Context: an optimization exercise on an open-source flow, tuned for small area and a short achievable clock period. The choices shown serve that exercise and are no tape-out recipe.
In this exercise RTL edits were held to simulation tests only and were not proved equivalent to the original.
Power is estimated from default activity; no workload was simulated.

==> flow/design.v (outline; a module is shown in full before it is edited, if it fits) <==
// module ks_add_19: 94 lines
// module ks_add_33: 184 lines
// module pfx_bn: 4 lines
// module pfx_bp: 4 lines
// module pfx_gn: 3 lines
// module pfx_gp: 3 lines
// module Pipelined_design: 305 lines
// module add_c: 6 lines
// module incdec: 15 lines
// module inc_slice: 4 lines
// module dec_slice: 4 lines
// module pc_next: 33 lines
// module hsel: 5 lines
// module nd2: 3 lines
// module nd3: 3 lines
// module rf_read: 24 lines
// module ao222n: 7 lines
// module fwd_sel: 22 lines
// module wb_sel: 10 lines
module Pipelined_design#(parameter size = 32)(
    input clk,
    input reset,
    input [size-1 : 0] instruction_i,
    input [size-1 : 0] MEM_result_i,
    output [size-1 : 0] ins_address,
    output [size-1 : 0] RAM_DATA_o,
    output [size-1 : 0] RAM_Addr_o,
    output [2:0] RAM_DATA_control,
    output RAM_rw);
  // ...
==> flow/flow/run.sh <==
#!/bin/bash
# Standard ORFS layout (the standard.sh, synthesis unchanged) with the
# timing repair steps asked to aim below the 18 ns period, and plain buffers
# on the ports.
set -euo pipefail
bash standard.sh SETUP_SLACK_MARGIN=13 "BUFFER_PORTS_ARGS=-buffer_cell sky130_fd_sc_hd__buf_2" finish > orfs_make.log 2>&1
==> flow/standard.sh <==
#!/bin/bash
# synth_recipe.tcl (not shown) runs the flow's synth.tcl, then flattens the netlist and writes it again
# the make line also repeats each setting of config.mk as NAME=value (left out here)
make -C /OpenROAD-flow-scripts/flow DESIGN_CONFIG=/design/flow/config.mk WORK_HOME=/design/flow/orfs CLKGATE_MAP_FILE= SYNTH_SCRIPT=/design/flow/synth_recipe.tcl "${@:-finish}"
==> flow/config.mk <==
export PLATFORM = sky130hd
export DESIGN_NAME = Pipelined_design
export DESIGN_NICKNAME = Pipelined_design
export VERILOG_FILES = /design/flow/design.v
export SDC_FILE = /design/flow/constraint.sdc
export NUM_CORES = 4
export LEC_CHECK = 0
export CAP_MARGIN = 20
export CORE_MARGIN = 2
export CORE_UTILIZATION = 42
export PLACE_DENSITY = 0.55
export SLEW_MARGIN = 20
export SYNTH_HIERARCHICAL = 1
==> flow/constraint.sdc <==
create_clock -name core_clock -period 18.0 [get_ports {clk}]
set_input_delay 3.6000 -clock core_clock [delete_from_list [all_inputs] [get_ports {clk}]]
set_output_delay 3.6000 -clock core_clock [all_outputs]
set_load 0.01 [all_outputs]
==> run summary, run 1 <==
* Final setup viols at 0
* Vias at 75500
* Combinational share of power at 11.2%
* Clock-pin transition on the worst setup and hold timing paths at 0.06 ns
* Setup slack at placement at 11.43 ns
* Fraction of area in multi-input gates at 50.6%
* Total track usage at 38.7%
* Root buffer cell: clkbuf_16
* Comb power at 0.000817 W
* Post-synthesis cell count at 8986
* Largest net degree at the start of global routing at 214
* Clock buffer count at 237
* Crit path from: po_s0[0]$_DFF_P_
* Die area at 175000 um^2
* Pwr/cell area at 87.4 nW/um^2
* Clock power frac at 44.6%
* R2R setup slack at 12.96 ns
* Clock Skews at 0.0418 ns
* CP peak stage delay at 0.41 ns
* Leakage Power at 29.7 nW
* Max-slew violation count at 0
* Vias per cell at 6.57
* Hold depth at 0
* CP Capture Type: output port
* Part of the power in registers at 44.2%
* Slew Limit Headroom at 10.7%
* Maximum clock path buffer count at 3
* Vias in the first global route at 68100
* Setup WS post-layout at 12.90 ns
* Outcome: complete, no violations
* Starting Density at 42.2%
* Clock network area share at 6.16%
* Fin. Hold Viols at 0
* Crit-path cells: nand2_1, nand3_1, buf_2
* Post-cts repair resize count at 188
* Met3 WL post-DR at 51700 um
* Core area at 171000 um^2
* DR top layer: met5
* Placed Cells at 11100
* H-tree levels at 4
* Die width at 419 um
* Hold path startpoint: e_x[23]$_DFF_P_
==> module Pipelined_design, before the edit <==
module Pipelined_design#(parameter size = 32)(
    input clk,
    input reset,
    input [size-1 : 0] instruction_i,
    input [size-1 : 0] MEM_result_i,
    output [size-1 : 0] ins_address,
    output [size-1 : 0] RAM_DATA_o,
    output [size-1 : 0] RAM_Addr_o,
    output [2:0] RAM_DATA_control,
    output RAM_rw);
    reg  [19:0] pc_lo;
    reg  [11:0] pc_h0, pc_hp, pc_hm;
    reg         pc_s0, pc_sp, pc_sm;
    reg  [1:0]  po_s0, po_sp, po_sm;      
    reg  [31:0] d_ins;
    reg  [31:0] d_pc;        
    reg  [31:0] e_a, e_b;
    reg  [31:0] e_x;         
    reg  [4:0]  e_rd;
    reg  [3:0]  e_fs;
    reg         e_sub;
    reg         e_we, e_mr, e_md, e_rw;
    reg  [2:0]  e_f3;
    reg         e_fz, e_fn, e_pol, e_jalr;    
    reg         e_sam, e_saw, e_saa;          
    reg         e_sbm, e_sbw, e_sbb;          
    reg         e_ssm, e_ssw, e_ssb;          
    reg  [31:0] m_fu, m_x;
    reg  [4:0]  m_rd;
    reg         m_we, m_rw;
    reg         m_sm, m_sx, m_sf;    
    reg  [2:0]  m_f3;
    reg  [31:0] w_res;       
    reg         rf_clr;      
    reg  [4:0]  w_rd;
    reg         w_we;
    wire        bubble;
    wire        flush;
    wire [31:0] correct_pc;
    wire [31:0] fi = instruction_i;
    wire [4:0]  fop = fi[6:2];
    wire        f_mpc = (fop == 5'b11011) | (fop == 5'b11000);    
    wire [11:0] pc_hi = ({12{pc_s0}} & pc_h0) | ({12{pc_sp}} & pc_hp) | ({12{pc_sm}} & pc_hm);
    wire [31:0] pc = {pc_hi, pc_lo};
    wire [11:0] pc_hi_o;
    generate
        for (gi = 0; gi < 12; gi = gi + 1) begin : PO
            wire n0, n1, n2;
            nd2 u0(.a(po_s0[gi/6]), .b(pc_h0[gi]), .y(n0));
            nd2 u1(.a(po_sp[gi/6]), .b(pc_hp[gi]), .y(n1));
            nd2 u2(.a(po_sm[gi/6]), .b(pc_hm[gi]), .y(n2));
            nd3 u3(.a(n0), .b(n1), .c(n2), .y(pc_hi_o[gi]));
        end
    endgenerate
    wire [31:0] pc_inc = pc + 32'd1;
    wire [18:0] b_imm19 = {{8{fi[31]}}, fi[7], fi[30:25], fi[11:8]};
    wire [18:0] j_imm19 = {fi[19:12], fi[20], fi[30:21]};
    wire [19:0] b_sum, j_sum;
    ks_add_19 b_add(.x(pc[19:1]), .y(b_imm19), .s(b_sum));
    ks_add_19 j_add(.x(pc[19:1]), .y(j_imm19), .s(j_sum));
    wire [11:0] hp, hm;
    incdec #(.W(12)) hid(.x(pc_hi), .p(hp), .m(hm));
    wire [19:0] lo_d;
    wire [11:0] h0_d;
    wire        s0_d, sp_d, sm_d;
    wire        take_d, c_d, neg_d;
    wire [1:0]  so0_d, sop_d, som_d;
    hsel hs_o0(.take(take_d), .c(c_d), .neg(neg_d), .s0(so0_d[0]), .sp(sop_d[0]), .sm(som_d[0]));
    hsel hs_o1(.take(take_d), .c(c_d), .neg(neg_d), .s0(so0_d[1]), .sp(sop_d[1]), .sm(som_d[1]));
    pc_next pcn(.reset(reset), .bubble(bubble), .flush(flush), .mpc(f_mpc),
                .sel_j(fi[3]), .neg(fi[31]), .pc(pc), .pc_inc(pc_inc),
                .correct_pc(correct_pc), .b_sum(b_sum), .j_sum(j_sum),
                .lo_d(lo_d), .h0_d(h0_d), .s0_d(s0_d), .sp_d(sp_d), .sm_d(sm_d),
                .take_o(take_d), .c_o(c_d), .neg_o(neg_d));
    always @(posedge clk) begin
        pc_lo <= lo_d;
        pc_h0 <= h0_d;
        pc_hp <= hp;
        pc_hm <= hm;
        pc_s0 <= s0_d;
        pc_sp <= sp_d;
        pc_sm <= sm_d;
        po_s0 <= so0_d;
        po_sp <= sop_d;
        po_sm <= som_d;
    end
    always @(posedge clk) begin
        if (!reset || flush)
            d_ins <= 32'd0;
        else if (!bubble)
            d_ins <= fi;
    end
    always @(posedge clk) begin
        if (!bubble)
            d_pc <= pc;
    end
    assign ins_address = {pc_hi_o, pc_lo};
    wire [4:0] dop = d_ins[6:2];
    wire [2:0] f3  = d_ins[14:12];
    wire d_load  = (dop == 5'b00000);
    wire d_jalr  = (dop == 5'b11001);
    wire d_inorm = (dop == 5'b00100);
    wire d_r     = (dop == 5'b01100);
    wire d_s     = (dop == 5'b01000);
    wire d_b     = (dop == 5'b11000);
    wire d_u     = ~d_ins[6] & d_ins[4] & ~d_ins[3] & d_ins[2];
    wire d_j     = (dop == 5'b11011);
    wire d_ri    = d_r | d_inorm;
    wire d_mpc   = d_b | d_j;
    wire [3:0] fs_d;
    assign fs_d[3] = d_ri & ~f3[1] & f3[0];
    assign fs_d[2] = d_ri & f3[2] & (f3[1] | ~f3[0]);
    assign fs_d[1] = (d_b & f3[2] & f3[1]) | (d_ri & ((f3[2] & f3[0]) | (~f3[2] & f3[1])));
    assign fs_d[0] = d_b | (d_ri & ((f3 == 3'b110) | (f3 == 3'b011)))
                   | (d_ri & d_ins[30] & ((f3 == 3'b101) | (f3 == 3'b000)));
    wire we_d = ~(d_b | d_s);
    wire mr_d = d_j | d_jalr | (d_u & ~d_ins[5]);
    wire md_d = d_load;
    wire mb_d = ~(d_b | d_r);
    wire [4:0] ra_d = (d_u | d_j) ? 5'd0 : d_ins[19:15];
    wire [4:0] rb_d = d_ins[24:20];
    wire [4:0] rd_d = d_ins[11:7];
    wire [2:0] bsel_d = {(d_b & f3[2]) | d_j | d_jalr,
                         (d_b & ~f3[2]) | d_j | d_jalr,
                         (d_b & f3[0]) | d_jalr};
    wire [31:0] i_imm = {{20{d_ins[31]}}, d_ins[31:20]};
    wire [31:0] s_imm = {{20{d_ins[31]}}, d_ins[31:25], d_ins[11:7]};
    wire [31:0] b_imm = {{20{d_ins[31]}}, d_ins[7], d_ins[30:25], d_ins[11:8], 1'b0};
    wire [31:0] u_imm = {d_ins[31:12], 12'd0};
    wire [31:0] j_imm = {{12{d_ins[31]}}, d_ins[19:12], d_ins[20], d_ins[30:21], 1'b0};
    wire [31:0] imm_d = d_j ? j_imm : d_u ? u_imm : d_b ? b_imm : d_s ? s_imm : i_imm;
    wire [31:0] rf_q [0:31];
    genvar gi;
    generate
        for (gi = 0; gi < 32; gi = gi + 1) begin : RF
            reg [31:0] r;
            always @(posedge clk) begin
                if (rf_clr)
                    r <= 32'd0;
                else if (w_we && (w_rd == gi))
                    r <= w_res;
            end
            assign rf_q[gi] = r;
        end
    endgenerate
    wire [1023:0] rf_all;
    generate
        for (gi = 0; gi < 32; gi = gi + 1) begin : RFALL
            assign rf_all[gi*32 +: 32] = rf_q[gi];
        end
    endgenerate
    wire byp_a = w_we & (w_rd == ra_d);
    wire byp_b = w_we & (w_rd == rb_d);
    wire [31:0] oh_a, oh_b;
    generate
        for (gi = 0; gi < 32; gi = gi + 1) begin : OH
            assign oh_a[gi] = ~rf_clr & ~byp_a & (ra_d == gi);
            assign oh_b[gi] = ~rf_clr & ~byp_b & (rb_d == gi);
        end
    endgenerate
    wire [31:0] rfa, rfb;
    rf_read rd_a(.q(rf_all), .sel(oh_a), .byp(byp_a), .w(w_res), .o(rfa));
    rf_read rd_b(.q(rf_all), .sel(oh_b), .byp(byp_b), .w(w_res), .o(rfb));
    wire [4:0] ra_raw = d_ins[0] ? ra_d : 5'd0;
    wire [4:0] rb_raw = d_ins[0] ? rb_d : 5'd0;
    assign bubble = e_md & ((e_rd == ra_raw) | (e_rd == rb_raw));
    wire kill0 = bubble | ~d_ins[0];
    wire kill = kill0 | flush;
    wire [4:0] ra_n = kill0 ? 5'd0 : ra_d;
    wire [4:0] rb_n = kill0 ? 5'd0 : rb_d;
    wire       mb_n = ~kill0 & mb_d;
    wire sam_n, saw_n, saa_n, sbm_n, sbw_n, sbb_n, ssm_n, ssw_n, ssb_n;
    wire sam_z, saw_z, sbm_z, sbw_z, ssm_z, ssw_z;
    fwd_sel fs_a(.we_e(e_we), .rd_e(e_rd), .we_m(m_we), .rd_m(m_rd), .r(ra_n),
                 .off(1'b0), .sm(sam_n), .sw(saw_n), .sr(saa_n), .sm_z(sam_z), .sw_z(saw_z));
    fwd_sel fs_b(.we_e(e_we), .rd_e(e_rd), .we_m(m_we), .rd_m(m_rd), .r(rb_n),
                 .off(mb_n), .sm(sbm_n), .sw(sbw_n), .sr(sbb_n), .sm_z(sbm_z), .sw_z(sbw_z));
    fwd_sel fs_s(.we_e(e_we), .rd_e(e_rd), .we_m(m_we), .rd_m(m_rd), .r(rb_n),
                 .off(mb_n), .sm(ssm_n), .sw(ssw_n), .sr(ssb_n), .sm_z(ssm_z), .sw_z(ssw_z));
    wire d_inc   = d_b | d_j | d_jalr;
    wire d_auipc = d_u & ~d_ins[5];
    wire [12:0] pcx_lo;
    add_c #(.W(12)) pcx_lo_add(.x(d_pc[11:0]), .y({11'd0, d_inc}), .s(pcx_lo));
    wire [21:0] pcx_hi;
    add_c #(.W(21)) pcx_hi_add(.x({d_pc[31:12], 1'b1}), .y({{20{d_auipc}} & d_ins[31:12], pcx_lo[12]}), .s(pcx_hi));
    wire [31:0] pcx = {pcx_hi[20:1], pcx_lo[11:0]};
    wire [2:0] bs_n = flush ? 3'd0 : bsel_d;
    wire mpc_n = ~flush & d_mpc;
    wire taken_c = (bs_n == 3'd3) | (bs_n == 3'd5) | (bs_n == 3'd6) | (bs_n == 3'd7);
    always @(posedge clk) begin
        if (!reset) begin
            e_rd <= 5'd0; e_fs <= 4'd0; e_sub <= 1'b0;
            e_we <= 1'b0; e_mr <= 1'b0; e_md <= 1'b0; e_rw <= 1'b0;
            e_f3 <= 3'd0;
            e_fz <= 1'b0; e_fn <= 1'b0; e_pol <= 1'b0; e_jalr <= 1'b0;
            e_sam <= 1'b0; e_saw <= 1'b0; e_saa <= 1'b0;
            e_sbm <= 1'b0; e_sbw <= 1'b0; e_sbb <= 1'b0;
            e_ssm <= 1'b0; e_ssw <= 1'b0; e_ssb <= 1'b0;
        end else begin
            e_rd <= kill ? 5'd0 : rd_d;
            e_fs <= kill ? 4'd0 : fs_d;
            e_sub <= ~kill & (fs_d[0] | fs_d[1]);
            e_we <= ~kill & we_d;
            e_mr <= ~kill & mr_d;
            e_md <= ~kill & md_d;
            e_rw <= ~kill & mb_d & ~we_d;
            e_f3 <= kill ? 3'd0 : f3;
            e_fz <= (bs_n[2:1] == 2'b01);
            e_fn <= (bs_n[2:1] == 2'b10);
            e_pol <= mpc_n ^ taken_c;
            e_jalr <= (bs_n == 3'd7);
            e_sam <= flush ? sam_z : sam_n;
            e_saw <= flush ? saw_z : saw_n;
            e_saa <= ~flush & saa_n;
            e_sbm <= flush ? sbm_z : sbm_n;
            e_sbw <= flush ? sbw_z : sbw_n;
            e_sbb <= ~flush & sbb_n;
            e_ssm <= flush ? ssm_z : ssm_n;
            e_ssw <= flush ? ssw_z : ssw_n;
            e_ssb <= ~flush & ssb_n;
        end
    end
    always @(posedge clk) begin
        e_a <= rfa;
        e_b <= mb_d ? imm_d : rfb;
        e_x <= d_s ? rfb : pcx;
    end
    wire [31:0] a = ({32{e_sam}} & m_fu) | ({32{e_saw}} & w_res) | ({32{e_saa}} & e_a);
    wire [31:0] b = ({32{e_sbm}} & m_fu) | ({32{e_sbw}} & w_res) | ({32{e_sbb}} & e_b);
    wire [4:0] shamt = ({5{e_ssm}} & m_fu[4:0]) | ({5{e_ssw}} & w_res[4:0]) | ({5{e_ssb}} & e_b[4:0]);
    wire sub   = e_sub;
    wire usign = e_fs[1] & e_fs[0];
    wire [31:0] bx = b ^ {32{sub}};
    wire [33:0] sum33;
    ks_add_33 alu_add(.x({a, 1'b1}), .y({bx, sub}), .s(sum33));
    wire [31:0] sum = sum33[32:1];
    wire n_ar = ((a[31] ^ b[31]) & usign) ? b[31] : sum[31];
    wire [31:0] arith = e_fs[1] ? {31'd0, n_ar} : sum;
    wire [31:0] kz = {a[30:0] | bx[30:0], sub};
    wire sum_zero = &(~(a ^ bx ^ kz));
    reg [31:0] lo;
    always @(*) begin
        case (e_fs[1:0])
            2'b00: lo = a ^ b;
            2'b01: lo = a | b;
            2'b10: lo = a & b;
            default: lo = 32'd0;
        endcase
    end
    wire [31:0] alu = e_fs[2] ? lo : arith;
    wire left = ~(e_fs[1] | e_fs[0]);
    wire ar = a[31] & e_fs[0];
    wire [31:0] a_rev;
    wire [31:0] sr_rev;
    wire [31:0] sin = left ? a_rev : a;
    wire [31:0] s1 = shamt[0] ? {ar, sin[31:1]} : sin;
    wire [31:0] s2 = shamt[1] ? {{2{ar}}, s1[31:2]} : s1;
    wire [31:0] s3 = shamt[2] ? {{4{ar}}, s2[31:4]} : s2;
    wire [31:0] s4 = shamt[3] ? {{8{ar}}, s3[31:8]} : s3;
    wire [31:0] sr = shamt[4] ? {{16{ar}}, s4[31:16]} : s4;
    generate
        for (gi = 0; gi < 32; gi = gi + 1) begin : REV
            assign a_rev[gi] = a[31-gi];
            assign sr_rev[gi] = sr[31-gi];
        end
    endgenerate
    wire [31:0] sh = left ? sr_rev : sr;
    wire [31:0] fu = e_fs[3] ? sh : alu;
    assign flush = ((e_fz & sum_zero) | (e_fn & n_ar)) ^ e_pol;
    assign correct_pc = e_jalr ? sum : e_x;
    always @(posedge clk) begin
        if (!reset) begin
            m_fu <= 32'd0;
            m_rd <= 5'd0; m_we <= 1'b0; m_rw <= 1'b0;
            m_f3 <= 3'd0;
        end else begin
            m_fu <= fu;
            m_rd <= e_rd; m_we <= e_we; m_rw <= e_rw;
            m_f3 <= e_f3;
        end
    end
    always @(posedge clk) begin
        m_x <= e_x;
        m_sm <= e_md & ~e_mr;
        m_sx <= e_mr & ~e_md;
        m_sf <= ~e_md & ~e_mr;
    end
    assign RAM_Addr_o = m_fu;
    assign RAM_DATA_o = m_x;
    assign RAM_DATA_control = m_f3;
    assign RAM_rw = m_rw;
    wire [31:0] res_m;
    wb_sel wbs_r(.sm(m_sm), .sx(m_sx), .sf(m_sf), .mem(MEM_result_i), .x(m_x), .fu(m_fu), .o(res_m));
    always @(posedge clk) begin
        if (!reset) begin
            w_rd <= 5'd0; w_we <= 1'b0;
        end else begin
            w_rd <= m_rd; w_we <= m_we;
        end
    end
    always @(posedge clk) begin
        w_res <= res_m;
        rf_clr <= ~reset;
    end
endmodule
==> run 2, diff against run 1 <==
--- a/flow/design.v
+++ b/flow/design.v
@@ -324,6 +324,7 @@
     reg         m_sm, m_sx, m_sf;    
     reg  [2:0]  m_f3;
     reg  [31:0] w_res;       
+    reg  [31:0] w_fw;        
     reg         rf_clr;      
     reg  [4:0]  w_rd;
     reg         w_we;
@@ -518,9 +519,9 @@
         e_b <= mb_d ? imm_d : rfb;
         e_x <= d_s ? rfb : pcx;
     end
-    wire [31:0] a = ({32{e_sam}} & m_fu) | ({32{e_saw}} & w_res) | ({32{e_saa}} & e_a);
-    wire [31:0] b = ({32{e_sbm}} & m_fu) | ({32{e_sbw}} & w_res) | ({32{e_sbb}} & e_b);
-    wire [4:0] shamt = ({5{e_ssm}} & m_fu[4:0]) | ({5{e_ssw}} & w_res[4:0]) | ({5{e_ssb}} & e_b[4:0]);
+    wire [31:0] a = ({32{e_sam}} & m_fu) | ({32{e_saw}} & w_fw) | ({32{e_saa}} & e_a);
+    wire [31:0] b = ({32{e_sbm}} & m_fu) | ({32{e_sbw}} & w_fw) | ({32{e_sbb}} & e_b);
+    wire [4:0] shamt = ({5{e_ssm}} & m_fu[4:0]) | ({5{e_ssw}} & w_fw[4:0]) | ({5{e_ssb}} & e_b[4:0]);
     wire sub   = e_sub;
     wire usign = e_fs[1] & e_fs[0];
     wire [31:0] bx = b ^ {32{sub}};
@@ -582,8 +583,9 @@
     assign RAM_DATA_o = m_x;
     assign RAM_DATA_control = m_f3;
     assign RAM_rw = m_rw;
-    wire [31:0] res_m;
+    wire [31:0] res_m, res_f;
     wb_sel wbs_r(.sm(m_sm), .sx(m_sx), .sf(m_sf), .mem(MEM_result_i), .x(m_x), .fu(m_fu), .o(res_m));
+    wb_sel wbs_f(.sm(m_sm), .sx(m_sx), .sf(m_sf), .mem(MEM_result_i), .x(m_x), .fu(m_fu), .o(res_f));
     always @(posedge clk) begin
         if (!reset) begin
             w_rd <= 5'd0; w_we <= 1'b0;
@@ -593,6 +595,7 @@
     end
     always @(posedge clk) begin
         w_res <= res_m;
+        w_fw <= res_f;
         rf_clr <= ~reset;
     end
 endmodule
--- a/flow/config.mk
+++ b/flow/config.mk
@@ -7,7 +7,7 @@
 export LEC_CHECK = 0
 export CAP_MARGIN = 20
 export CORE_MARGIN = 2
-export CORE_UTILIZATION = 42
-export PLACE_DENSITY = 0.55
+export CORE_UTILIZATION = 50
+export PLACE_DENSITY = 0.6
 export SLEW_MARGIN = 20
 export SYNTH_HIERARCHICAL = 1
==> run 2 against run 1 <==
Largest power group unchanged. Sequential cell count grew 32. Non-clock buffer count down 5. Clock power rose by 3%. Die area down 14%. Largest cell class unchanged. Design area up 1.4%. Clock-buffer cell count down 9. Hold slack got worse by 0.0068 ns. Synthesized cell count up 1.4%. Still clean on timing, DRC and antenna. Final cell count fell by 2.3%. Worst setup slack better by 0.033 ns. Critical endpoint is now ins_address[28]. Utilization increased by 8.8 points. Critical path type unchanged. Highest routed layer unchanged.
==> run summary, run 2 <==
* Synth Area per Inst at 8.12 um^2
* Clock Skews at 0.0524 ns (+0.0105 ns)
* Core area at 147000 um^2 (-14%)
* Clock power frac at 45.4% (+0.8 points)
* CP Capture Type: output port
* Port bufs at 164
* Initial antenna violation count at 40
* Reg2Reg Depth at 12
* Worst Path Arrival at 1.47 ns
* Root buffer cell: clkbuf_16
* Commonest non-fill, non-tap cell in the layout: nand2_1
* Total CTS buffers at 154
* Fin. Hold Viols at 0 (unchanged)
* Clock Sinks at 1426
* Clock latency (worst-skew pair) at 0.81 ns
* Total track usage at 44.8% (+6.0 points)
* Total Wirelength at 356000 um
* Max-cap violations at 0
* Max reg flops at 1024
* Largest net degree at the start of global routing at 223 (+4.2%)
* Die width at 389 um (-7.2%)
* Die area at 151000 um^2 (-14%)
* Fillcell total at 13600
* Slowest-stage cell, CP: dfxtp_4
* Most frequent cells in the layout: nand2_1 (2400), dfxtp_1 (1309), a21oi_1 (1167)
* DR iter-0 viols at 16300
* Min cycle time layout at 5.07 ns
* Clock-pin transition on the worst setup and hold timing paths at 0.06 ns (about the same)
* Internal at 0.00538 W
* Syn Std Cell Area at 74000 um^2
* Die height at 389 um
* Final GP Congestion at 1.04
* Startpoint types: register
* Part of the power in registers at 44.7% (+0.5 points)
* Hold path startpoint: e_x[30]$_DFF_P_
* R2R setup slack at 12.97 ns (about the same)
* Outcome: complete, no violations
* Overall power at 0.00738 W
* CP peak stage delay at 0.38 ns (-0.03 ns)
* Vias in the first global route at 69300 (+1.8%)
* WS Path Type: reg2out
* Ys Warns at 7
* Post-route DRC violation count at 0
* Layout cell share with drive strength beyond 1 at 15.8%
* # hold bufs at CTS at 0
* Switch share at 27.1%
* Final setup viols at 0 (unchanged)
* Grt ovf at 0
* 1st-pass router iterations at 13
* Detail Route Antenna Nets at 0
* Pwr/cell area at 86.9 nW/um^2 (-0.57%)
* Vias at 77300 (+2.3%)
* Worst EP required at 14.40 ns
* Combinational share of power at 9.8% (-1.4 points)
* RSZ-0062 raised after global routing: true
* First-pass GRT wire length at 497000 um
* Starting Density at 50.3% (+8.1 points)
* Setup TNS Final at 0 ns
* Site Rows at 141
* TritonCTS clock tree: yes
* I/O pin cnt at 166
* Leakage Power at 30.5 nW (+2.9%)
* Nets at 9458
* Buf/Inv on CP at 1
* Maximum clock path buffer count at 3 (unchanged)
* Crit-path cells: nand2_2, nand3_2, buf_6
* Final Cycle Share at 28.2%
* Peak VDD IR at 104 uV
* CP delay by family, top: flip-flops
* Layout Utilization at 57.6%
* Vias per cell at 6.89 (+4.8%)
* Hold depth at 0 (unchanged)
* Wire length per cell at 31.7 um
* Critical path depth at 3
* Area delta synth->final at 14.6%
* Worst Hold Class: reg2reg
* Endpoint, Worst Hold: m_x[30]$_DFF_P_
* Post-DP HPWL at 232000 um
* Final Non-Filler Cells at 11200
* F_max at 0.197 GHz
* H-tree levels at 4 (unchanged)
* Worst Tran Pin Value at 1.26 ns
* Placed Cells at 10800 (-2.1%)
* Worst Path Max Fanout at 6
* Slew Limit Headroom at 15.7% (+5.0 points)
* Sw power at 0.00200 W
* Post-synthesis cell count at 9112 (+1.4%)
* RR Startpoint: w_rd[2]$_SDFF_PN0_
* Final instance area at 84800 um^2
* Cell Area, Placed at 77700 um^2
* Register with the most flip-flops: RF.r
* Max-slew violation count at 0 (unchanged)
* Worst r2r dst: e_x[27]$_DFF_P_
==> run 2: cell count changes in the layout (fill, tap and decap cells not counted), moves of 16 or more <==
| cell | change |
|---|---|
| mux2i_1 | +29 |
| nand3_1 | -20 |
| inv_1 | +43 |
| dfxtp_1 | +32 |
| a222oi_1 | +32 |
| buf_6 | -21 |
| xor2_1 | -16 |
| xnor2_1 | +19 |
| nor3_1 | +27 |
| nor2_1 | +21 |
| nand2_1 | -34 |
==> run 2: through the flow <==
stage | hold slack (ns) | setup WS, ns
finish | 0.344 | 12.93
floorplan | 0.327 | 12.94
global placement | 0.334 | 11.80
global route | 0.356 | 12.87
CTS | 0.343 | 12.88
detailed placement | 0.336 | 11.74
==> run 2: area by class of cell <==
cell class / instances / area, um^2 / share of cell area, %
multi-input combinational: 6806 / 43100 / 50.9
sequential: 1426 / 29100 / 34.3
clock buffer: 228 / 4510 / 5.32
timing repair buffer: 530 / 3860 / 4.55
tap: 1930 / 2410 / 2.85
inverter: 245 / 923 / 1.09
clock inverter: 52 / 843 / 0.994
antenna: 8 / 20.0 / 0.0236
==> run 2: per-layer routing <==
| layer | part of all wire (%) | up-vias | global-route usage, % |
|---|---|---|---|
| li1 | - | 33500 | - |
| met1 | 38 | 36700 | 60.4 |
| met2 | 40 | 5893 | 63.5 |
| met3 | 15 | 1085 | 14.3 |
| met4 | 6.5 | 40 | 23.7 |
| met5 | 0.080 | - | 0.159 |
==> run 2: worst max path at each step <==
stage	startpoint	endpoint	slack, ns
global placement	instruction_i[3]	pc_h0[0]$_DFF_P_	11.80
finish	po_s0[1]$_DFF_P_	ins_address[28]	12.93
CTS	po_sp[1]$_DFF_P_	ins_address[31]	12.88
global route	w_rd[3]$_SDFF_PN0_	e_b[4]$_DFF_P_	12.87
floorplan	instruction_i[27]	po_s0[0]$_DFF_P_	12.94
detailed placement	instruction_i[3]	po_sm[0]$_DFF_P_	11.74
==> run 2: power groups by stage <==
stage | clock network [W] | logic (W) | registers [W]
finish | 0.00335 | 0.000724 | 0.00330
global route | 0.00349 | 0.000747 | 0.00330
CTS | 0.00336 | 0.000686 | 0.00330
detailed placement | 0 | 0.000651 | 0.00338
global placement | 0 | 0.000648 | 0.00338
floorplan | 0 | 0.000402 | 0.00334
==> run 2: repair_timing <==
action / in CTS / in global routing
buffers inserted: 90 / 14
hold endpoints to repair: 0 / 0
resized for setup: 174 / 82
endpoints found under the setup margin: 193 / 178
cloned: 3 / 2
pin swaps: 60 / 35

what the ideal ports hide:
In the flow no input, the clock included, has a driving cell. The finished layouts below were timed again as built, in two steps.
Step 1: set_driving_cell puts a clkbuf_16 on clk and a buf_2 on each other input, an assumption about the parent block.
Step 2 moves the port delays by t, midway between the first and last clock arrival at a register: inputs arrive t later, outputs are due t later. That takes back most of the time a late clock gives input paths.
Three values: ideal, step 1, step 2; two values: the first two.
| run | t (ns) | setup slack, ns | worst hold slack (ns) | worst setup path at the end |
|---|---|---|---|---|
| run 1 | 0.925 | 12.895 / 12.799 / 12.222 | 0.351 / 0.351 / 0.351 | input to register |
| run 2 | 0.871 | 12.928 / 12.845 / 12.267 | 0.344 / 0.344 / 0.344 | input to register |
After both steps setup and hold are still met in every run listed. The setup slack of run 1, which loses most, moves by -0.096 ns with the drivers and by -0.673 ns with both steps.
